From an optimization exercise on the open Yosys and OpenROAD flow, aimed at small area, a short achievable clock period and few clock cycles per item; shortcuts taken in it are not production practice. In this exercise RTL edits were held to simulation tests only and were not proved equivalent to the original. Power and IR drop assume default switching activity.

===== flow/run.sh =====
#!/bin/bash
# synth_recipe.tcl (not shown) runs the flow's synth.tcl, then flattens the netlist and writes it again
# the make line also repeats each setting of config.mk as NAME=value (left out here)
make -C /OpenROAD-flow-scripts/flow DESIGN_CONFIG=/design/flow/config.mk WORK_HOME=/design/flow/orfs CLKGATE_MAP_FILE= SYNTH_SCRIPT=/design/flow/synth_recipe.tcl finish

===== flow/config.mk =====
export PLATFORM = sky130hd
export DESIGN_NAME = net_4_8_12_16_16_1_10
export DESIGN_NICKNAME = net_4_8_12_16_16_1_10
export VERILOG_FILES = /design/flow/design.v
export SDC_FILE = /design/flow/constraint.sdc
export NUM_CORES = 4
export LEC_CHECK = 0
export CAP_MARGIN = 20
export CORE_MARGIN = 2
export CORE_UTILIZATION = 40
export SLEW_MARGIN = 20

===== flow/constraint.sdc =====
create_clock -name core_clock -period 12.0 [get_ports {clk}]
set_input_delay 2.4000 -clock core_clock [delete_from_list [all_inputs] [get_ports {clk}]]
set_output_delay 2.4000 -clock core_clock [all_outputs]
set_load 0.01 [all_outputs]

===== flow/design.v =====
module net_4_8_12_16_16_1_10(clk, reset, input_valid, input_ready, input_data, output_valid, output_ready, output_data);
	input clk, reset, input_valid, output_ready;
	input signed [15 : 0] input_data;
	output signed [15 : 0] output_data;
	output output_valid, input_ready;
	logic [3:0] pos;           
	logic [15:0] pos1h;        
	logic [2:0] vf;            
	logic [2:0] cnt;           
	logic in_rdy;
	logic sv;                  
	logic fv;                  
	logic go;
	assign go = ~sv;
	logic in_xfer, launch, wrap, idle, new_valid;
	logic [2:0] cnt_n;
	logic [3:0] pos_n;
	logic [2:0] vf_n;
	assign in_xfer = input_valid & in_rdy;
	assign idle = ~vf[0] & ~vf[1] & ~(vf[2] & (pos <= 4'd8));
	assign wrap = go & (pos == 4'd15);
	assign launch = go & (cnt == 3'd4) & (wrap | idle);
	assign cnt_n = launch ? 3'd0 : cnt + {2'b0, in_xfer};
	assign new_valid = (pos >= 4'd9) ? vf[1] : vf[2];
	always_comb begin
		pos_n = pos;
		vf_n = vf;
		if (launch) begin
			pos_n = 4'd0;
			vf_n = {vf[1:0], 1'b1};
		end else if (wrap) begin
			pos_n = 4'd0;
			vf_n = {vf[1:0], 1'b0};
		end else if (go) begin
			pos_n = pos + 4'd1;
		end
	end
	always_ff @(posedge clk) begin
		if (reset) begin
			pos <= 4'd0;
			pos1h <= 16'd1;
			vf <= 3'd0;
			cnt <= 3'd0;
			in_rdy <= 1'b1;
		end else begin
			pos <= pos_n;
			pos1h <= 16'd1 << pos_n;
			vf <= vf_n;
			cnt <= cnt_n;
			in_rdy <= (cnt_n != 3'd4) & (~vf_n[0] | (pos_n >= 4'd11));
		end
	end
	function automatic logic [16:0] prodq(input logic [5:0] k, input logic [14:0] x);
		logic s, a4, a8, b1, b2, bn;
		logic [17:0] pa, pb, m;
		logic [15:0] q;
		{s, a4, a8, b1, b2, bn} = k;
		pa = ({18{a4}} & {1'b0, x, 2'b0}) | ({18{a8}} & {x, 3'b0});
		pb = ({18{b1}} & {3'b0, x}) | ({18{b2}} & {2'b0, x, 1'b0}) | ({18{bn}} & ~{3'b0, x});
		m = pa + pb + {17'b0, bn};
		prodq = {s, m[17:15] != 3'b000, m[14:0]};
	endfunction
	function automatic logic [16:0] prodq1(input logic [9:0] k, input logic [15:0] xs);
		logic s, sx, a4, a8, b1, b2, bn;
		logic [14:0] x;
		logic [3:0] wa;
		logic [18:0] pa, pb, m;
		logic [15:0] q;
		{s, a4, a8, b1, b2, bn, wa} = k;
		{sx, x} = xs;
		pa = ({19{a4}} & {2'b0, x, 2'b0}) | ({19{a8}} & {1'b0, x, 3'b0});
		pb = ({19{b1}} & {4'b0, x}) | ({19{b2}} & {3'b0, x, 1'b0}) | ({19{bn}} & ~{4'b0, x});
		m = pa + pb + {18'b0, bn} + {15'b0, wa & {4{sx}}};
		prodq1 = {s ^ sx, m[18:15] != 4'b0000, m[14:0]};
	endfunction
	function automatic logic [16:0] ext(input logic [16:0] p);
		ext = {p[16], p[15] ? 16'h7fff : ({1'b0, p[14:0]} ^ {16{p[16]}})};
	endfunction
	function automatic logic signed [15:0] sat17(input logic [16:0] s);
		if (s[16] == s[15]) sat17 = s[15:0];
		else sat17 = s[16] ? 16'sh8000 : 16'sh7fff;
	endfunction
	function automatic logic [14:0] relu17(input logic [16:0] s);
		if (s[16]) relu17 = 15'd0;
		else if (s[15]) relu17 = 15'h7fff;
		else relu17 = s[14:0];
	endfunction
	logic [15:0] x1_0;    
	logic [16:0] p1_0;
	logic [9:0] k1_0, k1_0_r;
	logic [15:0] x1_1;    
	logic [16:0] p1_1;
	logic [9:0] k1_1, k1_1_r;
	logic [15:0] x1_2;    
	logic [16:0] p1_2;
	logic [9:0] k1_2, k1_2_r;
	logic [15:0] x1_3;    
	logic [16:0] p1_3;
	logic [9:0] k1_3, k1_3_r;
	logic signed [15:0] a1_1;
	logic signed [15:0] a1_2;
	logic [14:0] y1;
	logic [14:0] x2_0, x2_0_n;
	logic [16:0] p2_0;
	logic [5:0] k2_0, k2_0_r;
	logic [14:0] x2_1, x2_1_n;
	logic [16:0] p2_1;
	logic [5:0] k2_1, k2_1_r;
	logic [14:0] x2_2, x2_2_n;
	logic [16:0] p2_2;
	logic [5:0] k2_2, k2_2_r;
	logic [14:0] x2_3, x2_3_n;
	logic [16:0] p2_3;
	logic [5:0] k2_3, k2_3_r;
	logic [14:0] x2_4, x2_4_n;
	logic [16:0] p2_4;
	logic [5:0] k2_4, k2_4_r;
	logic [14:0] x2_5, x2_5_n;
	logic [16:0] p2_5;
	logic [5:0] k2_5, k2_5_r;
	logic [14:0] x2_6, x2_6_n;
	logic [16:0] p2_6;
	logic [5:0] k2_6, k2_6_r;
	logic [14:0] x2_7, x2_7_n;
	logic [16:0] p2_7;
	logic [5:0] k2_7, k2_7_r;
	logic signed [15:0] a2_1;
	logic signed [15:0] a2_2;
	logic signed [15:0] a2_3;
	logic signed [15:0] a2_4;
	logic signed [15:0] a2_5;
	logic signed [15:0] a2_6;
	logic [14:0] y2;
	logic [14:0] x3_0, x3_0_n;
	logic [16:0] p3_0;
	logic [5:0] k3_0, k3_0_r;
	logic [14:0] x3_1, x3_1_n;
	logic [16:0] p3_1;
	logic [5:0] k3_1, k3_1_r;
	logic [14:0] x3_2, x3_2_n;
	logic [16:0] p3_2;
	logic [5:0] k3_2, k3_2_r;
	logic [14:0] x3_3, x3_3_n;
	logic [16:0] p3_3;
	logic [5:0] k3_3, k3_3_r;
	logic [14:0] x3_4, x3_4_n;
	logic [16:0] p3_4;
	logic [5:0] k3_4, k3_4_r;
	logic [14:0] x3_5, x3_5_n;
	logic [16:0] p3_5;
	logic [5:0] k3_5, k3_5_r;
	logic [14:0] x3_6, x3_6_n;
	logic [16:0] p3_6;
	logic [5:0] k3_6, k3_6_r;
	logic [14:0] x3_7, x3_7_n;
	logic [16:0] p3_7;
	logic [5:0] k3_7, k3_7_r;
	logic [14:0] x3_8, x3_8_n;
	logic [16:0] p3_8;
	logic [5:0] k3_8, k3_8_r;
	logic [14:0] x3_9, x3_9_n;
	logic [16:0] p3_9;
	logic [5:0] k3_9, k3_9_r;
	logic [14:0] x3_10, x3_10_n;
	logic [16:0] p3_10;
	logic [5:0] k3_10, k3_10_r;
	logic [14:0] x3_11, x3_11_n;
	logic [16:0] p3_11;
	logic [5:0] k3_11, k3_11_r;
	logic signed [16:0] a3_0;
	logic signed [15:0] a3_1;
	logic signed [15:0] a3_2;
	logic signed [15:0] a3_3;
	logic signed [15:0] a3_4;
	logic signed [15:0] a3_5;
	logic signed [15:0] a3_6;
	logic signed [15:0] a3_7;
	logic signed [15:0] a3_8;
	logic signed [15:0] a3_9;
	logic signed [15:0] a3_10;
	logic [14:0] y3;
	always_ff @(posedge clk) begin
		if (in_xfer && cnt == 3'd0) x1_0 <= {input_data[15], input_data[14:0] ^ {15{input_data[15]}}};
		if (in_xfer && cnt == 3'd1) x1_1 <= {input_data[15], input_data[14:0] ^ {15{input_data[15]}}};
		if (in_xfer && cnt == 3'd2) x1_2 <= {input_data[15], input_data[14:0] ^ {15{input_data[15]}}};
		if (in_xfer && cnt == 3'd3) x1_3 <= {input_data[15], input_data[14:0] ^ {15{input_data[15]}}};
	end
	assign x2_0_n = pos1h[4] ? y1 : x2_0;
	assign x2_1_n = pos1h[5] ? y1 : x2_1;
	assign x2_2_n = pos1h[6] ? y1 : x2_2;
	assign x2_3_n = pos1h[7] ? y1 : x2_3;
	assign x2_4_n = pos1h[8] ? y1 : x2_4;
	assign x2_5_n = pos1h[9] ? y1 : x2_5;
	assign x2_6_n = pos1h[10] ? y1 : x2_6;
	assign x2_7_n = pos1h[11] ? y1 : x2_7;
	always_ff @(posedge clk) begin
		x2_0 <= x2_0_n;
		x2_1 <= x2_1_n;
		x2_2 <= x2_2_n;
		x2_3 <= x2_3_n;
		x2_4 <= x2_4_n;
		x2_5 <= x2_5_n;
		x2_6 <= x2_6_n;
		x2_7 <= x2_7_n;
	end
	assign x3_0_n = pos1h[13] ? y2 : x3_0;
	assign x3_1_n = pos1h[14] ? y2 : x3_1;
	assign x3_2_n = pos1h[15] ? y2 : x3_2;
	assign x3_3_n = pos1h[0] ? y2 : x3_3;
	assign x3_4_n = pos1h[1] ? y2 : x3_4;
	assign x3_5_n = pos1h[2] ? y2 : x3_5;
	assign x3_6_n = pos1h[3] ? y2 : x3_6;
	assign x3_7_n = pos1h[4] ? y2 : x3_7;
	assign x3_8_n = pos1h[5] ? y2 : x3_8;
	assign x3_9_n = pos1h[6] ? y2 : x3_9;
	assign x3_10_n = pos1h[7] ? y2 : x3_10;
	assign x3_11_n = pos1h[8] ? y2 : x3_11;
	always_ff @(posedge clk) begin
		x3_0 <= x3_0_n;
		x3_1 <= x3_1_n;
		x3_2 <= x3_2_n;
		x3_3 <= x3_3_n;
		x3_4 <= x3_4_n;
		x3_5 <= x3_5_n;
		x3_6 <= x3_6_n;
		x3_7 <= x3_7_n;
		x3_8 <= x3_8_n;
		x3_9 <= x3_9_n;
		x3_10 <= x3_10_n;
		x3_11 <= x3_11_n;
	end
	localparam logic [15:0] R_k1_0_r_0 = 16'b1000000001010111;
	localparam logic [15:0] R_k1_0_r_1 = 16'b1000000001111000;
	localparam logic [15:0] R_k1_0_r_2 = 16'b0000000000000000;
	localparam logic [15:0] R_k1_0_r_3 = 16'b0000000001110111;
	localparam logic [15:0] R_k1_0_r_4 = 16'b1000000000000000;
	localparam logic [15:0] R_k1_0_r_5 = 16'b0000000000001000;
	localparam logic [15:0] R_k1_0_r_6 = 16'b0000000000000000;
	localparam logic [15:0] R_k1_0_r_7 = 16'b1000000001110000;
	localparam logic [15:0] R_k1_0_r_8 = 16'b1000000000001000;
	localparam logic [15:0] R_k1_0_r_9 = 16'b0000000001111111;
	assign k1_0_r = {R_k1_0_r_0[pos], R_k1_0_r_1[pos], R_k1_0_r_2[pos], R_k1_0_r_3[pos], R_k1_0_r_4[pos], R_k1_0_r_5[pos], R_k1_0_r_6[pos], R_k1_0_r_7[pos], R_k1_0_r_8[pos], R_k1_0_r_9[pos]};
	always_ff @(posedge clk) if (go) k1_0 <= launch ? 10'b1100100110 : k1_0_r;
	localparam logic [15:0] R_k1_1_r_0 = 16'b1000000001110000;
	localparam logic [15:0] R_k1_1_r_1 = 16'b1000000001011101;
	localparam logic [15:0] R_k1_1_r_2 = 16'b0000000000000000;
	localparam logic [15:0] R_k1_1_r_3 = 16'b0000000000100000;
	localparam logic [15:0] R_k1_1_r_4 = 16'b0000000000001000;
	localparam logic [15:0] R_k1_1_r_5 = 16'b1000000000000101;
	localparam logic [15:0] R_k1_1_r_6 = 16'b0000000000000000;
	localparam logic [15:0] R_k1_1_r_7 = 16'b0000000001011000;
	localparam logic [15:0] R_k1_1_r_8 = 16'b1000000000001101;
	localparam logic [15:0] R_k1_1_r_9 = 16'b1000000000100101;
	assign k1_1_r = {R_k1_1_r_0[pos], R_k1_1_r_1[pos], R_k1_1_r_2[pos], R_k1_1_r_3[pos], R_k1_1_r_4[pos], R_k1_1_r_5[pos], R_k1_1_r_6[pos], R_k1_1_r_7[pos], R_k1_1_r_8[pos], R_k1_1_r_9[pos]};
	always_ff @(posedge clk) if (go) k1_1 <= launch ? 10'b1100010011 : k1_1_r;
	localparam logic [15:0] R_k1_2_r_0 = 16'b0000000000010000;
	localparam logic [15:0] R_k1_2_r_1 = 16'b0000000010101011;
	localparam logic [15:0] R_k1_2_r_2 = 16'b0000000001000000;
	localparam logic [15:0] R_k1_2_r_3 = 16'b0000000000010100;
	localparam logic [15:0] R_k1_2_r_4 = 16'b0000000010000001;
	localparam logic [15:0] R_k1_2_r_5 = 16'b0000000001101000;
	localparam logic [15:0] R_k1_2_r_6 = 16'b0000000000000000;
	localparam logic [15:0] R_k1_2_r_7 = 16'b0000000011000011;
	localparam logic [15:0] R_k1_2_r_8 = 16'b0000000011101001;
	localparam logic [15:0] R_k1_2_r_9 = 16'b0000000001111100;
	assign k1_2_r = {R_k1_2_r_0[pos], R_k1_2_r_1[pos], R_k1_2_r_2[pos], R_k1_2_r_3[pos], R_k1_2_r_4[pos], R_k1_2_r_5[pos], R_k1_2_r_6[pos], R_k1_2_r_7[pos], R_k1_2_r_8[pos], R_k1_2_r_9[pos]};
	always_ff @(posedge clk) if (go) k1_2 <= launch ? 10'b0000000000 : k1_2_r;
	localparam logic [15:0] R_k1_3_r_0 = 16'b0000000110111100;
	localparam logic [15:0] R_k1_3_r_1 = 16'b0000000001000100;
	localparam logic [15:0] R_k1_3_r_2 = 16'b0000000010111000;
	localparam logic [15:0] R_k1_3_r_3 = 16'b0000000001000000;
	localparam logic [15:0] R_k1_3_r_4 = 16'b0000000100000010;
	localparam logic [15:0] R_k1_3_r_5 = 16'b0000000010011100;
	localparam logic [15:0] R_k1_3_r_6 = 16'b0000000000100000;
	localparam logic [15:0] R_k1_3_r_7 = 16'b0000000011011000;
	localparam logic [15:0] R_k1_3_r_8 = 16'b0000000110011110;
	localparam logic [15:0] R_k1_3_r_9 = 16'b0000000011011100;
	assign k1_3_r = {R_k1_3_r_0[pos], R_k1_3_r_1[pos], R_k1_3_r_2[pos], R_k1_3_r_3[pos], R_k1_3_r_4[pos], R_k1_3_r_5[pos], R_k1_3_r_6[pos], R_k1_3_r_7[pos], R_k1_3_r_8[pos], R_k1_3_r_9[pos]};
	always_ff @(posedge clk) if (go) k1_3 <= launch ? 10'b0000000000 : k1_3_r;
	always_ff @(posedge clk) if (go) begin
		p1_0 <= prodq1(k1_0, x1_0);
		p1_1 <= prodq1(k1_1, x1_1);
		p1_2 <= prodq1(k1_2, x1_2);
		p1_3 <= prodq1(k1_3, x1_3);
	end
	localparam logic [15:0] R_k2_0_r_0 = 16'b0100010100100000;
	localparam logic [15:0] R_k2_0_r_1 = 16'b0000011000100000;
	localparam logic [15:0] R_k2_0_r_2 = 16'b0001100100000000;
	localparam logic [15:0] R_k2_0_r_3 = 16'b0000000011010000;
	localparam logic [15:0] R_k2_0_r_4 = 16'b0110010000000000;
	localparam logic [15:0] R_k2_0_r_5 = 16'b0001101100100000;
	assign k2_0_r = {R_k2_0_r_0[pos], R_k2_0_r_1[pos], R_k2_0_r_2[pos], R_k2_0_r_3[pos], R_k2_0_r_4[pos], R_k2_0_r_5[pos]};
	always_ff @(posedge clk) if (go) k2_0 <= launch ? 6'b000000 : k2_0_r;
	localparam logic [15:0] R_k2_1_r_0 = 16'b1010010101000000;
	localparam logic [15:0] R_k2_1_r_1 = 16'b0010010101010000;
	localparam logic [15:0] R_k2_1_r_2 = 16'b1000000000100000;
	localparam logic [15:0] R_k2_1_r_3 = 16'b0110001110000000;
	localparam logic [15:0] R_k2_1_r_4 = 16'b0001010000000000;
	localparam logic [15:0] R_k2_1_r_5 = 16'b1000000000100000;
	assign k2_1_r = {R_k2_1_r_0[pos], R_k2_1_r_1[pos], R_k2_1_r_2[pos], R_k2_1_r_3[pos], R_k2_1_r_4[pos], R_k2_1_r_5[pos]};
	always_ff @(posedge clk) if (go) k2_1 <= launch ? 6'b101001 : k2_1_r;
	localparam logic [15:0] R_k2_2_r_0 = 16'b0000011111100000;
	localparam logic [15:0] R_k2_2_r_1 = 16'b0000100000000000;
	localparam logic [15:0] R_k2_2_r_2 = 16'b1000010001100000;
	localparam logic [15:0] R_k2_2_r_3 = 16'b0001001100000000;
	localparam logic [15:0] R_k2_2_r_4 = 16'b0000000010000001;
	localparam logic [15:0] R_k2_2_r_5 = 16'b1000100000000000;
	assign k2_2_r = {R_k2_2_r_0[pos], R_k2_2_r_1[pos], R_k2_2_r_2[pos], R_k2_2_r_3[pos], R_k2_2_r_4[pos], R_k2_2_r_5[pos]};
	always_ff @(posedge clk) if (go) k2_2 <= launch ? 6'b001001 : k2_2_r;
	localparam logic [15:0] R_k2_3_r_0 = 16'b0000100001000010;
	localparam logic [15:0] R_k2_3_r_1 = 16'b0111001110000010;
	localparam logic [15:0] R_k2_3_r_2 = 16'b1000000001000000;
	localparam logic [15:0] R_k2_3_r_3 = 16'b0000010100000000;
	localparam logic [15:0] R_k2_3_r_4 = 16'b0100100000000001;
	localparam logic [15:0] R_k2_3_r_5 = 16'b1001000000000010;
	assign k2_3_r = {R_k2_3_r_0[pos], R_k2_3_r_1[pos], R_k2_3_r_2[pos], R_k2_3_r_3[pos], R_k2_3_r_4[pos], R_k2_3_r_5[pos]};
	always_ff @(posedge clk) if (go) k2_3 <= launch ? 6'b001001 : k2_3_r;
	localparam logic [15:0] R_k2_4_r_0 = 16'b1011000000000001;
	localparam logic [15:0] R_k2_4_r_1 = 16'b0111010000000100;
	localparam logic [15:0] R_k2_4_r_2 = 16'b0000100000000011;
	localparam logic [15:0] R_k2_4_r_3 = 16'b0100010000000100;
	localparam logic [15:0] R_k2_4_r_4 = 16'b1000000100000000;
	localparam logic [15:0] R_k2_4_r_5 = 16'b0001100000000011;
	assign k2_4_r = {R_k2_4_r_0[pos], R_k2_4_r_1[pos], R_k2_4_r_2[pos], R_k2_4_r_3[pos], R_k2_4_r_4[pos], R_k2_4_r_5[pos]};
	always_ff @(posedge clk) if (go) k2_4 <= launch ? 6'b100010 : k2_4_r;
	localparam logic [15:0] R_k2_5_r_0 = 16'b0100110000000111;
	localparam logic [15:0] R_k2_5_r_1 = 16'b1111101100001010;
	localparam logic [15:0] R_k2_5_r_2 = 16'b0000010000000101;
	localparam logic [15:0] R_k2_5_r_3 = 16'b0000000000001000;
	localparam logic [15:0] R_k2_5_r_4 = 16'b0010000000000000;
	localparam logic [15:0] R_k2_5_r_5 = 16'b0100111000000001;
	assign k2_5_r = {R_k2_5_r_0[pos], R_k2_5_r_1[pos], R_k2_5_r_2[pos], R_k2_5_r_3[pos], R_k2_5_r_4[pos], R_k2_5_r_5[pos]};
	always_ff @(posedge clk) if (go) k2_5 <= launch ? 6'b010000 : k2_5_r;
	localparam logic [15:0] R_k2_6_r_0 = 16'b1001001000011011;
	localparam logic [15:0] R_k2_6_r_1 = 16'b0101011000010111;
	localparam logic [15:0] R_k2_6_r_2 = 16'b1000000000000000;
	localparam logic [15:0] R_k2_6_r_3 = 16'b0010010000011011;
	localparam logic [15:0] R_k2_6_r_4 = 16'b0001100000000100;
	localparam logic [15:0] R_k2_6_r_5 = 16'b1000001000000000;
	assign k2_6_r = {R_k2_6_r_0[pos], R_k2_6_r_1[pos], R_k2_6_r_2[pos], R_k2_6_r_3[pos], R_k2_6_r_4[pos], R_k2_6_r_5[pos]};
	always_ff @(posedge clk) if (go) k2_6 <= launch ? 6'b101001 : k2_6_r;
	localparam logic [15:0] R_k2_7_r_0 = 16'b0111100000001100;
	localparam logic [15:0] R_k2_7_r_1 = 16'b1100000000111111;
	localparam logic [15:0] R_k2_7_r_2 = 16'b0000010000000000;
	localparam logic [15:0] R_k2_7_r_3 = 16'b0000000000000001;
	localparam logic [15:0] R_k2_7_r_4 = 16'b1011100000010110;
	localparam logic [15:0] R_k2_7_r_5 = 16'b0000010000000000;
	assign k2_7_r = {R_k2_7_r_0[pos], R_k2_7_r_1[pos], R_k2_7_r_2[pos], R_k2_7_r_3[pos], R_k2_7_r_4[pos], R_k2_7_r_5[pos]};
	always_ff @(posedge clk) if (go) k2_7 <= launch ? 6'b010010 : k2_7_r;
	always_ff @(posedge clk) if (go) begin
		p2_0 <= prodq(k2_0, x2_0_n);
		p2_1 <= prodq(k2_1, x2_1_n);
		p2_2 <= prodq(k2_2, x2_2_n);
		p2_3 <= prodq(k2_3, x2_3_n);
		p2_4 <= prodq(k2_4, x2_4_n);
		p2_5 <= prodq(k2_5, x2_5_n);
		p2_6 <= prodq(k2_6, x2_6_n);
		p2_7 <= prodq(k2_7, x2_7_n);
	end
	localparam logic [15:0] R_k3_0_r_0 = 16'b1101001101111111;
	localparam logic [15:0] R_k3_0_r_1 = 16'b0110011101010000;
	localparam logic [15:0] R_k3_0_r_2 = 16'b0000000010001110;
	localparam logic [15:0] R_k3_0_r_3 = 16'b0001000000000000;
	localparam logic [15:0] R_k3_0_r_4 = 16'b1000001100100001;
	localparam logic [15:0] R_k3_0_r_5 = 16'b0100000010010110;
	assign k3_0_r = {R_k3_0_r_0[pos], R_k3_0_r_1[pos], R_k3_0_r_2[pos], R_k3_0_r_3[pos], R_k3_0_r_4[pos], R_k3_0_r_5[pos]};
	always_ff @(posedge clk) if (go) k3_0 <= launch ? 6'b100010 : k3_0_r;
	localparam logic [15:0] R_k3_1_r_0 = 16'b1101010000110100;
	localparam logic [15:0] R_k3_1_r_1 = 16'b1111010011110010;
	localparam logic [15:0] R_k3_1_r_2 = 16'b0000000100000000;
	localparam logic [15:0] R_k3_1_r_3 = 16'b0000001000010100;
	localparam logic [15:0] R_k3_1_r_4 = 16'b0000110010000000;
	localparam logic [15:0] R_k3_1_r_5 = 16'b1010000100000000;
	assign k3_1_r = {R_k3_1_r_0[pos], R_k3_1_r_1[pos], R_k3_1_r_2[pos], R_k3_1_r_3[pos], R_k3_1_r_4[pos], R_k3_1_r_5[pos]};
	always_ff @(posedge clk) if (go) k3_1 <= launch ? 6'b110001 : k3_1_r;
	localparam logic [15:0] R_k3_2_r_0 = 16'b1010101100010011;
	localparam logic [15:0] R_k3_2_r_1 = 16'b0010111011000111;
	localparam logic [15:0] R_k3_2_r_2 = 16'b0001000000000000;
	localparam logic [15:0] R_k3_2_r_3 = 16'b0000001100011000;
	localparam logic [15:0] R_k3_2_r_4 = 16'b1100000001000001;
	localparam logic [15:0] R_k3_2_r_5 = 16'b0011110010000110;
	assign k3_2_r = {R_k3_2_r_0[pos], R_k3_2_r_1[pos], R_k3_2_r_2[pos], R_k3_2_r_3[pos], R_k3_2_r_4[pos], R_k3_2_r_5[pos]};
	always_ff @(posedge clk) if (go) k3_2 <= launch ? 6'b100010 : k3_2_r;
	localparam logic [15:0] R_k3_3_r_0 = 16'b0101010000110111;
	localparam logic [15:0] R_k3_3_r_1 = 16'b1100011001011011;
	localparam logic [15:0] R_k3_3_r_2 = 16'b0001000010100000;
	localparam logic [15:0] R_k3_3_r_3 = 16'b0010000000010100;
	localparam logic [15:0] R_k3_3_r_4 = 16'b1000100000000011;
	localparam logic [15:0] R_k3_3_r_5 = 16'b0100000010101000;
	assign k3_3_r = {R_k3_3_r_0[pos], R_k3_3_r_1[pos], R_k3_3_r_2[pos], R_k3_3_r_3[pos], R_k3_3_r_4[pos], R_k3_3_r_5[pos]};
	always_ff @(posedge clk) if (go) k3_3 <= launch ? 6'b010010 : k3_3_r;
	localparam logic [15:0] R_k3_4_r_0 = 16'b0110011000111100;
	localparam logic [15:0] R_k3_4_r_1 = 16'b1011000010000111;
	localparam logic [15:0] R_k3_4_r_2 = 16'b0000110000111000;
	localparam logic [15:0] R_k3_4_r_3 = 16'b1001001000000100;
	localparam logic [15:0] R_k3_4_r_4 = 16'b0100000110000010;
	localparam logic [15:0] R_k3_4_r_5 = 16'b0010110000000000;
	assign k3_4_r = {R_k3_4_r_0[pos], R_k3_4_r_1[pos], R_k3_4_r_2[pos], R_k3_4_r_3[pos], R_k3_4_r_4[pos], R_k3_4_r_5[pos]};
	always_ff @(posedge clk) if (go) k3_4 <= launch ? 6'b010100 : k3_4_r;
	localparam logic [15:0] R_k3_5_r_0 = 16'b0001010111101101;
	localparam logic [15:0] R_k3_5_r_1 = 16'b1000011000010111;
	localparam logic [15:0] R_k3_5_r_2 = 16'b0011000101000000;
	localparam logic [15:0] R_k3_5_r_3 = 16'b1000000000000011;
	localparam logic [15:0] R_k3_5_r_4 = 16'b0100100010101000;
	localparam logic [15:0] R_k3_5_r_5 = 16'b0010010101010100;
	assign k3_5_r = {R_k3_5_r_0[pos], R_k3_5_r_1[pos], R_k3_5_r_2[pos], R_k3_5_r_3[pos], R_k3_5_r_4[pos], R_k3_5_r_5[pos]};
	always_ff @(posedge clk) if (go) k3_5 <= launch ? 6'b010100 : k3_5_r;
	localparam logic [15:0] R_k3_6_r_0 = 16'b0111000010000110;
	localparam logic [15:0] R_k3_6_r_1 = 16'b0001100000011011;
	localparam logic [15:0] R_k3_6_r_2 = 16'b0110000110000100;
	localparam logic [15:0] R_k3_6_r_3 = 16'b0000010001001011;
	localparam logic [15:0] R_k3_6_r_4 = 16'b0000001000110000;
	localparam logic [15:0] R_k3_6_r_5 = 16'b0110100110000000;
	assign k3_6_r = {R_k3_6_r_0[pos], R_k3_6_r_1[pos], R_k3_6_r_2[pos], R_k3_6_r_3[pos], R_k3_6_r_4[pos], R_k3_6_r_5[pos]};
	always_ff @(posedge clk) if (go) k3_6 <= launch ? 6'b000000 : k3_6_r;
	localparam logic [15:0] R_k3_7_r_0 = 16'b1111010110001001;
	localparam logic [15:0] R_k3_7_r_1 = 16'b0000101001010001;
	localparam logic [15:0] R_k3_7_r_2 = 16'b1000010000000100;
	localparam logic [15:0] R_k3_7_r_3 = 16'b0001000000011000;
	localparam logic [15:0] R_k3_7_r_4 = 16'b0110001110100000;
	localparam logic [15:0] R_k3_7_r_5 = 16'b1000100000000101;
	assign k3_7_r = {R_k3_7_r_0[pos], R_k3_7_r_1[pos], R_k3_7_r_2[pos], R_k3_7_r_3[pos], R_k3_7_r_4[pos], R_k3_7_r_5[pos]};
	always_ff @(posedge clk) if (go) k3_7 <= launch ? 6'b101001 : k3_7_r;
	localparam logic [15:0] R_k3_8_r_0 = 16'b0001010011111100;
	localparam logic [15:0] R_k3_8_r_1 = 16'b1101010100100001;
	localparam logic [15:0] R_k3_8_r_2 = 16'b0000000011010000;
	localparam logic [15:0] R_k3_8_r_3 = 16'b1000000000000111;
	localparam logic [15:0] R_k3_8_r_4 = 16'b0100011000001000;
	localparam logic [15:0] R_k3_8_r_5 = 16'b0000000101110000;
	assign k3_8_r = {R_k3_8_r_0[pos], R_k3_8_r_1[pos], R_k3_8_r_2[pos], R_k3_8_r_3[pos], R_k3_8_r_4[pos], R_k3_8_r_5[pos]};
	always_ff @(posedge clk) if (go) k3_8 <= launch ? 6'b010100 : k3_8_r;
	localparam logic [15:0] R_k3_9_r_0 = 16'b1111010101000000;
	localparam logic [15:0] R_k3_9_r_1 = 16'b1101001001000101;
	localparam logic [15:0] R_k3_9_r_2 = 16'b0010000100000000;
	localparam logic [15:0] R_k3_9_r_3 = 16'b1101000010001000;
	localparam logic [15:0] R_k3_9_r_4 = 16'b0000110000000000;
	localparam logic [15:0] R_k3_9_r_5 = 16'b0000001000000000;
	assign k3_9_r = {R_k3_9_r_0[pos], R_k3_9_r_1[pos], R_k3_9_r_2[pos], R_k3_9_r_3[pos], R_k3_9_r_4[pos], R_k3_9_r_5[pos]};
	always_ff @(posedge clk) if (go) k3_9 <= launch ? 6'b110100 : k3_9_r;
	localparam logic [15:0] R_k3_10_r_0 = 16'b1010000001110001;
	localparam logic [15:0] R_k3_10_r_1 = 16'b1110100010010111;
	localparam logic [15:0] R_k3_10_r_2 = 16'b0000001000100000;
	localparam logic [15:0] R_k3_10_r_3 = 16'b1110000000011000;
	localparam logic [15:0] R_k3_10_r_4 = 16'b0001100001000110;
	localparam logic [15:0] R_k3_10_r_5 = 16'b0000001010000001;
	assign k3_10_r = {R_k3_10_r_0[pos], R_k3_10_r_1[pos], R_k3_10_r_2[pos], R_k3_10_r_3[pos], R_k3_10_r_4[pos], R_k3_10_r_5[pos]};
	always_ff @(posedge clk) if (go) k3_10 <= launch ? 6'b110100 : k3_10_r;
	localparam logic [15:0] R_k3_11_r_0 = 16'b0010000010100101;
	localparam logic [15:0] R_k3_11_r_1 = 16'b1010111111101100;
	localparam logic [15:0] R_k3_11_r_2 = 16'b0000000000000000;
	localparam logic [15:0] R_k3_11_r_3 = 16'b1000000100010001;
	localparam logic [15:0] R_k3_11_r_4 = 16'b0011111010001000;
	localparam logic [15:0] R_k3_11_r_5 = 16'b0000000001000000;
	assign k3_11_r = {R_k3_11_r_0[pos], R_k3_11_r_1[pos], R_k3_11_r_2[pos], R_k3_11_r_3[pos], R_k3_11_r_4[pos], R_k3_11_r_5[pos]};
	always_ff @(posedge clk) if (go) k3_11 <= launch ? 6'b010100 : k3_11_r;
	always_ff @(posedge clk) if (go) begin
		p3_0 <= prodq(k3_0, x3_0_n);
		p3_1 <= prodq(k3_1, x3_1_n);
		p3_2 <= prodq(k3_2, x3_2_n);
		p3_3 <= prodq(k3_3, x3_3_n);
		p3_4 <= prodq(k3_4, x3_4_n);
		p3_5 <= prodq(k3_5, x3_5_n);
		p3_6 <= prodq(k3_6, x3_6_n);
		p3_7 <= prodq(k3_7, x3_7_n);
		p3_8 <= prodq(k3_8, x3_8_n);
		p3_9 <= prodq(k3_9, x3_9_n);
		p3_10 <= prodq(k3_10, x3_10_n);
		p3_11 <= prodq(k3_11, x3_11_n);
	end
	always_ff @(posedge clk) begin
		if (go) begin
			a1_1 <= sat17(ext(p1_0) + ext(p1_1) + {16'b0, p1_0[16]} + {16'b0, p1_1[16]});
			a1_2 <= sat17({a1_1[15], a1_1} + ext(p1_2) + {16'b0, p1_2[16]});
			y1 <= relu17({a1_2[15], a1_2} + ext(p1_3) + {16'b0, p1_3[16]});
		end
	end
	always_ff @(posedge clk) begin
		if (go) begin
			a2_1 <= sat17(ext(p2_0) + ext(p2_1) + {16'b0, p2_0[16]} + {16'b0, p2_1[16]});
			a2_2 <= sat17({a2_1[15], a2_1} + ext(p2_2) + {16'b0, p2_2[16]});
			a2_3 <= sat17({a2_2[15], a2_2} + ext(p2_3) + {16'b0, p2_3[16]});
			a2_4 <= sat17({a2_3[15], a2_3} + ext(p2_4) + {16'b0, p2_4[16]});
			a2_5 <= sat17({a2_4[15], a2_4} + ext(p2_5) + {16'b0, p2_5[16]});
			a2_6 <= sat17({a2_5[15], a2_5} + ext(p2_6) + {16'b0, p2_6[16]});
			y2 <= relu17({a2_6[15], a2_6} + ext(p2_7) + {16'b0, p2_7[16]});
		end
	end
	always_ff @(posedge clk) begin
		if (go) begin
			a3_0 <= p3_0;   
			a3_1 <= sat17(ext(a3_0) + {16'b0, a3_0[16]} + ext(p3_1) + {16'b0, p3_1[16]});
			a3_2 <= sat17({a3_1[15], a3_1} + ext(p3_2) + {16'b0, p3_2[16]});
			a3_3 <= sat17({a3_2[15], a3_2} + ext(p3_3) + {16'b0, p3_3[16]});
			a3_4 <= sat17({a3_3[15], a3_3} + ext(p3_4) + {16'b0, p3_4[16]});
			a3_5 <= sat17({a3_4[15], a3_4} + ext(p3_5) + {16'b0, p3_5[16]});
			a3_6 <= sat17({a3_5[15], a3_5} + ext(p3_6) + {16'b0, p3_6[16]});
			a3_7 <= sat17({a3_6[15], a3_6} + ext(p3_7) + {16'b0, p3_7[16]});
			a3_8 <= sat17({a3_7[15], a3_7} + ext(p3_8) + {16'b0, p3_8[16]});
			a3_9 <= sat17({a3_8[15], a3_8} + ext(p3_9) + {16'b0, p3_9[16]});
			a3_10 <= sat17({a3_9[15], a3_9} + ext(p3_10) + {16'b0, p3_10[16]});
		end
	end
	logic [14:0] y3_new;
	assign y3_new = relu17({a3_10[15], a3_10} + ext(p3_11) + {16'b0, p3_11[16]});
	logic [14:0] s;
	logic y3_free;
	assign y3_free = ~fv | output_ready;
	always_ff @(posedge clk) begin
		if (y3_free) y3 <= sv ? s : y3_new;
		if (!y3_free && go) s <= y3_new;
	end
	always_ff @(posedge clk) begin
		if (reset) begin
			fv <= 1'b0;
			sv <= 1'b0;
		end else if (!y3_free) begin
			if (go) sv <= new_valid;
		end else if (sv) begin
			fv <= 1'b1;
			sv <= 1'b0;
		end else begin
			fv <= new_valid;
		end
	end
	assign output_valid = fv;
	assign output_data = {1'b0, y3};
	assign input_ready = in_rdy;
endmodule

==> run summary, run 1 <==
CP Capture Type register; IO buf count 36; io pins 38; routed vias around 70000; Buf/Inv on CP 0; Routed Antenna Nets 0; Die Area around 0.24 mm^2; crit-path max cell delay around 0.90 ns; top-count cell post-synth edfxtp_1; Multi-input gate area 0.0552 mm^2; first-pass GRT wire length roughly 380000 um; chip height just under 500 um; Final Hold Vio Count 0; total gr overflow 0; maximum VDD drop about 170 uV; Commonest cells post-synth edfxtp_1, ha_1, xnor2_1, nand2_1, a21oi_1; Cell Chain, Critical Path xnor2_1 > nand2b_1 > fa_1 > ha_1 > fa_1 > a211o_1 > a21oi_1 > o21ai_0 > a211oi_1 > o21bai_1 > mux2i_1 > a2111o_1 > nor2_1 > o21ai_0; yosys warns 1; Area growth syn-to-layout 9.09%; Distinct cells, synth 90; Cell Area, Synth a little over 0.09 mm^2; maximum fanout along the worst path 18; Placer Congestion slightly above 0.9; Sink Count roughly 1300; clk slew on worst S/H paths ~0.060 ns; Worst path slowest cell edfxtp_1; Core ar. 0.233 mm^2; design area about 0.10 mm^2; die width a little under 500 um; initial DRC count around 5500; drt via density 5.61; Post-synth EDFFs about 1000; H-tree levels 4; CTS Buf Count between 150 and 200; clock latency (worst-skew pair) slightly above 0.8 ns; Critical Path Source Type register; PostCTS Resize Cnt 0; fin crit period 5.11 ns; Main synth FF type edfxtp_1; fraction of layout cells with a size suffix above 1 0.0735; Crit Path Class register to register; share of the synthesized area in the top cell type 0.314; Clock Skew 0.0367 ns; Residual DRC 0; Nets approximately 10000; Site Rows ~180; First-pass DRT Iterations 6; Slew Viols, Final 0; delay-heaviest family, CP compound AO/OA/AOI/OAI gates; fmax 196 MHz; post-synth net total between 10000 and 15000; Post-Route WL roughly 240000 um; Post-Place Cells approximately 12000; Area contributors post-synth edfxtp_1, ha_1, xnor2_1; flops & latches, synth roughly 1300; Max Root-Sink Buffers 3; non-filler cells, final 12441; hold-fix buffers at CTS 0; # Max-Cap Violations 0; gr usage total 0.198; post-synthesis sequential area ratio 0.384; P_leak between 40 and 50 nW; drt wl/cell between 15 and 20 um; post-placement cell area ~0.097 mm^2; async set-or-reset flop fraction in the synthesized netlist 0; crit share post-route 0.426; fillers between 20000 and 25000; initial antenna violation count 20; pwr dens roughly 290 mW/mm^2; status complete, no violations; number of setup buffers added after CTS 0; Critical Path AT 5.65 ns; pin count of the biggest net entering global routing between 150 and 200; CTS root buffer clkbuf_16; max_slew headroom 0.228; Seq. cell area 0.0360 mm^2; Mean Syn Cell Area 9.98 um^2; HP Class register to register; area leader, netlist edfxtp_1; initial core utilization 0.402; Setup-failing EPs final 0; vias in the first global route between 60000 and 70000; Gate Count Post-Synth ~9400; CTS tree built; Critical Path RT ~13 ns; RSZ-0062 raised after global routing false; Tightest Pin Transition roughly 1.2 ns; dpl hpwl 180000 um
## cell type report
cell class | count | area share
clock buffers | 197 | 0.0414
repair buffers | 90 | 0.00789
inverters | 297 | 0.0110
diodes | 11 | 0.000270
multi-input cells | 7408 | 0.540
well taps | 3043 | 0.0373
clock inverters | 88 | 0.00949
flip-flops and latches | 1307 | 0.352
## per-layer routing
metal | vias up | global-route usage | part of all wire
met5 | - | 0 | 0.00023
met4 | 8 | 0.0604 | 0.029
li1 | 34363 | - | -
met2 | 1602 | 0.332 | 0.47
met1 | 33443 | 0.263 | 0.45
met3 | 346 | 0.0277 | 0.047
## stage by stage
step | worst slack (ns) | total power (W) | hold WS [ns] | setup TNS, ns | utilization
6_report | 6.89 | 0.0293 | 0.418 | 0 | 0.439
5_1_grt | 6.44 | 0.0317 | 0.431 | 0 | 0.439
4_1_cts | 6.83 | 0.0294 | 0.418 | 0 | 0.439
3_5_place_dp | 6.90 | 0.0245 | 0.405 | 0 | 0.416
3_3_place_gp | 6.92 | 0.0242 | 0.406 | 0 | 0.416
2_1_floorplan | -2.27 | 0.0204 | 0.400 | -2177.73 | -
## kinds of logic after synthesis
kind of cell             Yosys count  synth area share
AO/OA/AOI/OAI                   2580             0.185
AND/OR/NAND/NOR                 2415             0.126
XOR/XNOR                        1007            0.0942
other                              1         0.0000401
buffers and inverters            659            0.0268
multiplexers                     432            0.0504
adder cells (fa/ha/maj)          973             0.133
flip-flops                      1307             0.384
## final timing paths
kind              startpoint       end  slack, ns  cells past startpoint
setup / recovery    p2_1[16]   a2_1[7]       6.89                     14
hold / removal      p3_0[16]  a3_0[16]       0.42                      0
setup reg to reg    p2_1[16]   a2_1[7]       6.89                     14
hold reg to reg     p3_0[16]  a3_0[16]       0.42                      0
## placed cells by master (no fill, tap or decap), types with 239 or more instances in the layout
master / count
mux2_2: 313
nand2b_1: 436
inv_1: 290
dfxtp_1: 325
nor2_1: 506
xor2_1: 239
a22o_1: 295
edfxtp_1: 979
nand2_1: 689
a21oi_1: 668
ha_1: 859
o21ai_0: 543
xnor2_1: 764
## where the power goes
group          switching (W)  internal [W]  leakage [nW]
clock network        0.00202       0.00275          2.49
logic                0.00895       0.00676          26.1
registers            0.00134       0.00749          13.3
Testbench counts, summed over its fixed seeds: cycles 2,296, items 128.
==> run 2: changes to the inputs <==
--- a/flow/config.mk
+++ b/flow/config.mk
@@ -6,6 +6,6 @@
 export NUM_CORES = 4
 export LEC_CHECK = 0
-export CAP_MARGIN = 20
+export CAP_MARGIN = 50
 export CORE_MARGIN = 2
-export CORE_UTILIZATION = 40
-export SLEW_MARGIN = 20
+export CORE_UTILIZATION = 60
+export SLEW_MARGIN = 70
==> run summary, run 2 <==
Routed Antenna Nets 0; Internal Power between 0.015 and 0.02 W; leading cell types in the layout, fill and taps excluded edfxtp_1, ha_1, xnor2_1, nand2_1, a21oi_1; crit-path max cell delay between 0.4 and 0.5 ns; fin crit period between 4 and 5 ns; Slew Viols, Final 0; R2R setup slack ~7.4 ns; switch share 0.416; Residual DRC 0; Most common cell on crit path buf_2; Distinct cells, synth 90; Main synth FF type edfxtp_1; GR peak layer met2; Hold Slack about 0.4 ns; part of the power in the clock network 0.156; M3 GR Usage 0.0348; Post-synth EDFFs between 900 and 1000; status complete, no violations; async set-or-reset flop fraction in the synthesized netlist 0; most common cell after layout, fill and taps aside edfxtp_1; first-pass GRT wire length between 300000 and 400000 um; max_slew headroom 0.669; HP Class register to register; Site Rows 144; Setup crit end y2[1]; chip height ~400 um; crit share post-route 0.387; fmax between 200 and 250 MHz; share of the synthesized area in the top cell type 0.314; met2 Use GR 0.491; CTS root buffer clkbuf_16; drt via density between 6 and 7; Comb power frac 0.562; CP Capture Type register; post-synthesis sequential area ratio 0.384; total gr overflow 0; # Max-Cap Violations 0; post-placement cell area about 0.098 mm^2; Critical Path AT around 5 ns; H-tree levels 4; Mean Syn Cell Area 9.98 um^2; post-synth net total just over 10000; Area growth syn-to-layout 10.8%; maximum VDD drop 252 uV; Worst Reg-to-Reg Cells 19; vias in the first global route around 67000; Nets between 10000 and 15000; Worst path slowest cell edfxtp_1; Gate Count Post-Synth 9374; gr usage total 0.290; Tightest Pin Transition just under 0.5 ns; die width between 300 and 400 um; clk slew on worst S/H paths 0.06 ns; Critical Path RT between 10 and 15 ns; top-count cell post-synth edfxtp_1; Switching Power between 0.01 and 0.015 W; Max Root-Sink Buffers 3; drt wl/cell between 20 and 25 um; utilization after layout 0.671; CTS tree built; Setup-failing EPs final 0; dpl hpwl approximately 180000 um; Critical Path Source Type register; initial antenna violation count 18; area leader, netlist edfxtp_1; CTS Buf Count 150; Sink Count about 1300; Post-Route WL 235000 um; io pins 38; routed vias ~70000; hold-fix buffers at CTS 0; Core ar. ~0.15 mm^2; origin of the critical flop-to-flop path p2_7[16]; Cell Chain, Critical Path buf_4 > buf_2 > buf_2 > xnor2_1 > nand2b_1 > fa_1 > inv_1 > fa_1 > nor2b_1 > o31ai_1 > a21oi_1 > nor2_1 > o21ai_0 > o41ai_1 > o21ai_0 > xnor2_2 > clkdlybuf4s18_2 > buf_2 > a21oi_1; clock latency (worst-skew pair) 0.78 ns; initial core utilization 0.606; IO buf count 36; First-pass DRT Iterations 9; met1 Usage GRT 0.388; pwr dens 286 mW/mm^2; sequential power share 0.282; pin count of the biggest net entering global routing between 60 and 70; RSZ-0062 raised after global routing false; number of setup buffers added after CTS 0; Crit Path Class register to register; Clock Skew approximately 0.029 ns; Pwr Total a little under 0.03 W; Commonest cells post-synth edfxtp_1, ha_1, xnor2_1, nand2_1, a21oi_1; Crit. Startpoint p2_7[16]; Placer Congestion around 0.93; fraction of layout cells with a size suffix above 1 0.116; flops & latches, synth approximately 1300; maximum fanout along the worst path 7; design area roughly 0.10 mm^2; Final Hold Vio Count 0; Cell Area, Synth 0.0936 mm^2; Die Area between 0.15 and 0.2 mm^2; PostCTS Resize Cnt 0; fillers roughly 12000; initial DRC count roughly 5600; P_leak ~44 nW; yosys warns 1; RR Endpoint y2[1]; Area contributors post-synth edfxtp_1, ha_1, xnor2_1
-- run 2: cell counts after synthesis --
No cell type changed its count.
-- run 2: area by class of cell --
cell class	instances	area, um^2	share of cell area
Tap cell	2044	2560	0.0247
Clock buffer	210	4410	0.0426
Antenna cell	5	12.5	0.000121
Sequential cell	1307	36000	0.347
Multi-Input combinational cell	7408	56000	0.541
Timing Repair Buffer	370	2890	0.0278
Clock inverter	71	637	0.00614
Inverter	297	1120	0.0108
-- run 2: metal layers --
layer | vias to the layer above | part of all wire
met3 | 412 | 0.049
met4 | 8 | 0.032
met1 | 34021 | 0.44
met2 | 1801 | 0.48
li1 | 34924 | -
met5 | - | 0.00028
-- run 2: logic make-up (layout without fill, tap and decap cells) --
group,after synthesis,after routing,share of synthesized area
AO/OA/AOI/OAI,2580,2580,0.185
XOR/XNOR,1007,1007,0.0942
adder cells (fa/ha/maj),973,973,0.133
buffers and inverters,659,948,0.0268
flip-flops,1307,1307,0.384
multiplexers,432,432,0.0504
other,1,6,0.0000401
AND/OR/NAND/NOR,2415,2415,0.126
-- run 2: metrics by stage --
step	setup TNS [ns]	cells	worst slack [ns]
6_report	0	11712	7.36
5_1_grt	0	11707	6.96
4_1_cts	0	11685	7.33
3_5_place_dp	0	11404	7.37
3_3_place_gp	0	11146	6.99
2_1_floorplan	-2177.73	9374	-2.27
-- run 2: how the worst min path moves through the flow --
stage	startpoint	end	slack, ns	cells past startpoint
final	p3_0[15]	a3_0[15]	0.41	0
after global routing	p3_0[15]	a3_0[15]	0.41	0
after CTS	p3_0[15]	a3_0[15]	0.41	0
after detailed placement	p3_0[10]	a3_0[10]	0.40	0
after global placement	p3_0[1]	a3_0[1]	0.40	0
after floorplan	p3_0[0]	a3_0[0]	0.40	0
-- run 2: worst max-delay path: cells and delay by family, from the launching register on --
kind	cells	cell delay [ns]
AO/OA/AOI/OAI	6	1.25
XOR/XNOR	2	0.44
adder cells (fa/ha/maj)	2	0.60
buffers and inverters	6	1.23
flip-flops	1	0.46
AND/OR/NAND/NOR	3	0.38
-- run 2: power by group through the flow --
stage                     clock, W  combinational [W]  sequential [W]
after floorplan                  0             0.0124         0.00801
after global placement           0             0.0152         0.00874
after detailed placement         0             0.0162         0.00849
after CTS                  0.00472             0.0163         0.00841
after global routing       0.00488             0.0186         0.00849
final                      0.00464             0.0167         0.00836
==> run 3: changes to the inputs <==
--- a/flow/design.v
+++ b/flow/design.v
@@ -22,4 +22,6 @@
 	assign launch = go & (cnt == 3'd4) & (wrap | idle);
 	assign cnt_n = launch ? 3'd0 : cnt + {2'b0, in_xfer};
+	logic rdy_room;
+	assign rdy_room = ~vf_n[0] | (pos_n >= 4'd11);
 	assign new_valid = (pos >= 4'd9) ? vf[1] : vf[2];
 	always_comb begin
@@ -48,5 +50,5 @@
 			vf <= vf_n;
 			cnt <= cnt_n;
-			in_rdy <= (cnt_n != 3'd4) & (~vf_n[0] | (pos_n >= 4'd11));
+			in_rdy <= in_xfer ? (cnt != 3'd3) & rdy_room : (launch | (cnt != 3'd4)) & rdy_room;
 		end
 	end
@@ -514,11 +516,7 @@
 			fv <= 1'b0;
 			sv <= 1'b0;
-		end else if (!y3_free) begin
-			if (go) sv <= new_valid;
-		end else if (sv) begin
-			fv <= 1'b1;
-			sv <= 1'b0;
 		end else begin
-			fv <= new_valid;
+			fv <= (output_ready | ~fv) ? (sv | new_valid) : 1'b1;
+			sv <= (output_ready | ~fv) ? 1'b0 : (go ? new_valid : sv);
 		end
 	end
--- a/flow/config.mk
+++ b/flow/config.mk
@@ -6,4 +6,5 @@
 export NUM_CORES = 4
 export LEC_CHECK = 0
+export ABC_AREA = 1
 export CAP_MARGIN = 50
 export CORE_MARGIN = 2
==> run summary, run 3 <==
Area growth syn-to-layout 8.68%; M3 GR Usage 0.0442; pin count of the biggest net entering global routing 92; yosys warns 1; Slew Viols, Final 0; Post-synth EDFFs between 900 and 1000; P_leak a little over 50 nW; maximum fanout along the worst path 2; first-pass GRT wire length 439000 um; flops & latches, synth 1307; Clock Skew about 0.032 ns; HP Class register to register; Hold Slack between 0.4 and 0.5 ns; fillers roughly 14000; most common cell after layout, fill and taps aside nand2_1; Cell Chain, Critical Path clkdlybuf4s50_1; Setup-failing EPs final 0; initial core utilization 0.602; Max Root-Sink Buffers 3; status complete, no violations; RSZ-0062 raised after global routing false; Distinct cells, synth 59; pwr dens approximately 280 mW/mm^2; CP Capture Type output pin; switch share 0.469; Residual DRC 0; Core ar. ~0.16 mm^2; # Max-Cap Violations 0; Nets roughly 13000; IO buf count 36; clock latency (worst-skew pair) 0.82 ns; met1 Usage GRT 0.436; CTS root buffer clkbuf_16; Sink Count around 1300; post-synth net total ~14000; crit-path max cell delay ~0.6 ns; GR peak layer met2; fin crit period around 4.3 ns; maximum VDD drop ~290 uV; die width approximately 410 um; dpl hpwl 218000 um; leading cell types in the layout, fill and taps excluded nand2_1, inv_1, a21oi_1, edfxtp_1, ha_1; post-placement cell area around 0.10 mm^2; Cell Area, Synth between 0.09 and 0.1 mm^2; number of setup buffers added after CTS 0; initial antenna violation count 5; vias in the first global route slightly above 80000; Commonest cells post-synth nand2_1, inv_1, a21oi_1, edfxtp_1, o21ai_0; met2 Use GR 0.546; Die Area 0.166 mm^2; Main synth FF type edfxtp_1; total gr overflow 0; post-synthesis sequential area ratio 0.368; Mean Syn Cell Area ~7.8 um^2; Final WS setup approximately 7.7 ns; routed vias approximately 87000; Comb power frac 0.571; clk slew on worst S/H paths roughly 0.070 ns; Post-Route WL 280000 um; Placer Congestion roughly 1.0; CTS tree built; setup tns final 0 ns; initial DRC count roughly 8000; async set-or-reset flop fraction in the synthesized netlist 0; drt wl/cell approximately 19 um; sequential power share 0.277; fmax approximately 230 MHz; Pwr Total 0.0302 W; fraction of layout cells with a size suffix above 1 0.0546; Routed Antenna Nets 0; Crit Path Class register to output pin; Internal Power 0.0160 W; top-count cell post-synth nand2_1; gr usage total 0.329; Switching Power about 0.014 W; design area 0.106 mm^2; CTS Buf Count 148; First-pass DRT Iterations 6; crit share post-route 0.362; part of the power in the clock network 0.152; share of the synthesized area in the top cell type 0.301; Critical Path Source Type register; Buf/Inv on CP 1; pre-CTS setup slack 7.81 ns; hold-fix buffers at CTS 0; io pins 38; Final Hold Vio Count 0; chip height a little over 400 um; area leader, netlist edfxtp_1; Critical Path AT roughly 1.9 ns; Site Rows around 150; Critical Path RT 9.60 ns; H-tree levels 4; Worst path slowest cell clkdlybuf4s50_1; PostCTS Resize Cnt 0; delay-heaviest family, CP buffers and inverters; Gate Count Post-Synth 12597; drt via density roughly 6; Area contributors post-synth edfxtp_1, nand2_1, ha_1
==> run 3: cell types whose count changed after synthesis, moves of 130 or more <==
| cell | change |
|---|---|
| nand3_1 | +427 |
| nor2_1 | +249 |
| nor2b_1 | -130 |
| inv_1 | +1100 |
| a22o_1 | -295 |
| xnor2_1 | -599 |
| o22ai_1 | +282 |
| o221ai_1 | +213 |
| nand2b_1 | -436 |
| xor2_1 | +184 |
| mux2_2 | -313 |
| a21oi_1 | +319 |
| nand2_1 | +2631 |
| o21ai_0 | +381 |
==> run 3: logic make-up after synthesis <==
logic type	after synthesis	synth area share
AND/OR/NAND/NOR	4968	0.206
adder cells (fa/ha/maj)	914	0.121
flip-flops	1307	0.368
AO/OA/AOI/OAI	3007	0.180
buffers and inverters	1806	0.0710
XOR/XNOR	594	0.0534
other	1	0.0000384
==> run 3: metrics by stage <==
stage,std cells,utilization
after floorplan,12597,-
after global placement,14443,0.613
after detailed placement,14574,0.622
after CTS,14850,0.652
after global routing,14858,0.654
final,14862,0.654
==> run 3: layer usage <==
| metal | wire [um] | up-vias |
|---|---|---|
| li1 | - | 43277 |
| met1 | 121000 | 40351 |
| met2 | 130000 | 2970 |
| met3 | 18200 | 555 |
| met4 | 11400 | 2 |
| met5 | 13 | - |
==> run 3: worst reg2reg max path, stage by stage (launching register included) <==
cell and delay (ns):
edfxtp_1 0.43, clkinv_2 0.32, a21oi_1 0.23, o21ai_0 0.14, fa_1 0.48, ha_1 0.26
fa_1 0.52, inv_1 0.08, o21a_1 0.18, o21ai_2 0.09, nand2_1 0.08, nand3_1 0.09
nand4_1 0.13, buf_2 0.19, buf_2 0.20, nand2_1 0.08
==> run 3: final timing paths <==
path,startpoint,slack (ns),end,cells past startpoint
setup / recovery,in_rdy,7.66,input_ready,1
hold / removal,p3_0[5],0.42,a3_0[5],0
setup reg to reg,p1_1[16],8.26,a1_1[7],15
hold reg to reg,p3_0[5],0.42,a3_0[5],0
==> run 3: power by group through the flow <==
stage | clock [W] | sequential [W] | combinational, W
2_1_floorplan | 0 | 0.00788 | 0.0127
3_3_place_gp | 0 | 0.00848 | 0.0162
3_5_place_dp | 0 | 0.00840 | 0.0168
4_1_cts | 0.00465 | 0.00833 | 0.0169
5_1_grt | 0.00481 | 0.00848 | 0.0194
6_report | 0.00459 | 0.00836 | 0.0172
==> run 3: cell type report <==
cell class | count | area, um^2 | share of cell area
timing repair buffer | 210 | 1880 | 0.0178
multi-input combinational | 9484 | 55300 | 0.521
antenna | 4 | 10.0 | 0.0000943
clock inverter | 81 | 779 | 0.00734
clock buffer | 195 | 4100 | 0.0386
inverter | 1406 | 5380 | 0.0507
tap | 2175 | 2720 | 0.0256
sequential | 1307 | 36000 | 0.339
Testbench counts of run 3, summed over its fixed seeds: cycles 2,296, items 128.
==> run 4: changes to the inputs <==
==> flow/flow/run.sh (new file) <==
#!/bin/bash
set -euo pipefail
export BUFFER_PORTS_ARGS="-buffer_cell sky130_fd_sc_hd__buf_4"
export SETUP_SLACK_MARGIN=8.6
bash standard.sh > standard.log 2>&1
==> flow/standard.sh (new file) <==
#!/bin/bash
# synth_recipe.tcl (not shown) runs the flow's synth.tcl, then flattens the netlist and writes it again
# the make line also repeats each setting of config.mk as NAME=value (left out here)
make -C /OpenROAD-flow-scripts/flow DESIGN_CONFIG=/design/flow/config.mk WORK_HOME=/design/flow/orfs CLKGATE_MAP_FILE= SYNTH_SCRIPT=/design/flow/synth_recipe.tcl "${@:-finish}"
removed: flow/run.sh
==> run summary, run 4 <==
top-count cell post-synth nand2_1; fmax about 260 MHz; hold-critical path depth 0; fraction of layout cells with a size suffix above 1 0.0734; crit-path max cell delay approximately 0.41 ns; Area contributors post-synth edfxtp_1, nand2_1, ha_1; chip height 407 um; Cell Chain, Critical Path buf_6; mux contribution to synthesized area 0; First-pass DRT Iterations 8; initial DRC count roughly 8500; Clock Skew just under 0.03 ns; Critical Path AT around 1.4 ns; Final WS setup ~8.2 ns; yosys warns 1; maximum fanout along the worst path 1; Site Rows 148; Nets ~14000; Routed Antenna Nets 0; crit share post-route 0.315; clk slew on worst S/H paths 0.06 ns; Slew Viols, Final 0; RSZ-0062 raised after global routing true; Distinct cells, synth between 50 and 60; async set-or-reset flop fraction in the synthesized netlist 0; Max Root-Sink Buffers 3; P_leak a little over 50 nW; hold path startpoint k2_2[5]; Worst Reg-to-Reg Cells 15; origin of the critical flop-to-flop path pos[0]; vias in the first global route about 82000; CTS tree built; Core ar. between 0.15 and 0.2 mm^2; clock latency (worst-skew pair) 0.81 ns; Residual DRC 0; initial core utilization 0.602; largest family of logic cells by synthesized area simple AND/OR/NAND/NOR gates; RR Endpoint k3_1[1]; complex-gate fraction of the synthesized area 0.180; pre-CTS setup slack just over 8 ns; post-synth net total between 10000 and 15000; post-synthesis sequential area ratio 0.368; Gate Count Post-Synth between 10000 and 15000; most common cell after layout, fill and taps aside nand2_1; CTS Buf Count between 100 and 150; dpl hpwl roughly 220000 um; fin crit period about 3.8 ns; Worst path slowest cell edfxtp_1; initial antenna violation count 3; post-placement cell area ~0.10 mm^2; setup tns final 0 ns; area leader, netlist edfxtp_1; die width just over 400 um; routed vias ~88000; hold-fix buffers at CTS 0; # Max-Cap Violations 0; R2R setup slack 8.67 ns; Die Area between 0.15 and 0.2 mm^2; flops & latches, synth ~1300; Commonest cells post-synth nand2_1, inv_1, a21oi_1, edfxtp_1, o21ai_0; Setup-failing EPs final 0; drt wl/cell ~19 um; maximum VDD drop around 290 uV; Critical Path Source Type register; Hold Crit Endpoint p2_2[16]; status complete, no violations; Pwr Total slightly above 0.03 W; pwr dens between 200 and 300 mW/mm^2; Sink Count ~1300; max_slew headroom 0.642; Mean Syn Cell Area 7.75 um^2; total gr overflow 0; delay-heaviest family, CP flip-flops; Critical Path RT 9.60 ns; io pins 38; Synth Area in XOR/XNOR 0.0534; HP Class register to register; Buf/Inv on CP 1; Cell Area, Synth about 0.098 mm^2; simple-gate area share of the yosys netlist 0.206; H-tree levels 4; leading cell types in the layout, fill and taps excluded nand2_1, inv_1, edfxtp_1, a21oi_1, ha_1; CTS root buffer clkbuf_16; Final Hold Vio Count 0; Area growth syn-to-layout 10.6%; Tightest Pin Transition between 0.5 and 0.6 ns; Placer Congestion approximately 0.97; Post-Route WL between 200000 and 300000 um; Post-synth EDFFs approximately 980; design area between 0.1 and 0.15 mm^2; drt via density slightly below 6; gr usage total 0.335; pin count of the biggest net entering global routing between 80 and 90; area share of fa/ha/maj cells after synthesis 0.121; Crit Path Class register to output pin; IO buf count 36; share of the synthesized area in the top cell type 0.301; Main synth FF type edfxtp_1; CP Capture Type output pin; first-pass GRT wire length 446000 um
==> run 4: worst max-delay path by stage <==
stage,cells after the start,end,from
floorplan,7,pos1h[0],sv
global placement,17,p1_0[15],k1_0[4]
detailed placement,8,in_rdy,input_valid
CTS,1,output_data[3],y3[3]
global route,1,output_data[3],y3[3]
finish,1,output_data[3],y3[3]
==> run 4: stage by stage <==
| step | utilization | std cells | hold WS, ns |
|---|---|---|---|
| floorplan | - | 12597 | 0.400 |
| global placement | 0.612 | 14438 | 0.403 |
| detailed placement | 0.624 | 14586 | 0.405 |
| CTS | 0.657 | 14868 | 0.417 |
| global route | 0.666 | 14959 | 0.429 |
| finish | 0.666 | 14963 | 0.411 |
==> run 4: logic make-up (layout without fill, tap and decap cells) <==
group	after synthesis	in the layout
AOI/OAI and AO/OA	3007	3007
xor gates and xnor gates	594	594
adders and majority gates	914	914
buffers and inverters	1806	1992
DFF	1307	1307
other	1	5
and+or+nand+nor	4968	4969
==> run 4: cell type report <==
cell class,instances,area (um^2)
Tap cell,2175,2720
Inverter,1406,5500
Fill cell,13756,54200
Timing Repair inverter,18,92.6
Sequential cell,1307,36000
Multi-Input combinational cell,9485,55900
Clock inverter,83,1020
Clock buffer,188,4060
Antenna cell,4,10.0
Timing Repair Buffer,297,2670
==> run 4: metal layers <==
metal	wire length (um)	track usage	vias up
met1	122000	0.450	41270
li1	-	-	43473
met2	133000	0.551	3118
met3	20300	0.0451	532
met4	11200	0.123	2
met5	13	0	-
==> run 4: where the power goes <==
| group | leakage (nW) | total (W) | internal [W] | switching (W) |
|---|---|---|---|---|
| registers | 13.2 | 0.00837 | 0.00741 | 0.000962 |
| logic | 35.6 | 0.0176 | 0.00615 | 0.0114 |
| clock network | 2.46 | 0.00479 | 0.00284 | 0.00195 |
==> run 4: what timing repair did <==
item,CTS,global route
setup buffers,9,69
pin swaps,0,10
setup endpoints to repair,242,376
gates cloned,2,17
gates resized for setup,63,177

## static timing again, ports no longer ideal
How much do the figures lean on ideal ports? The routed layouts below were timed once more, with nothing changed but the port constraints. Step 1, drivers: a clkbuf_16 drives clk and a buf_2 each remaining input, both assumed. Step 2, shift: input delay + t, output delay - t, t = (earliest + latest rising clock arrival at the registers) / 2. This alone moves slack from input paths to output paths. Three values: ideal ports, drivers, drivers and shift; two values: the first two.
run	t, ns	setup slack, ns	worst setup path after step 2	worst register clock-pin slew, ns
run 1	0.904	6.892 / 6.892 / 6.892	register to register	0.07 / 0.07
run 2	0.857	7.359 / 7.359 / 7.359	register to register	0.07 / 0.07
run 3	0.902	7.661 / 7.567 / 7.778	input to register	0.07 / 0.07
run 4	0.894	8.217 / 8.124 / 8.140	input to register	0.07 / 0.07
After both steps every run listed still meets setup and hold. The setup slack of run 4, which loses most, moves by -0.093 ns with the drivers and by -0.077 ns with both steps.
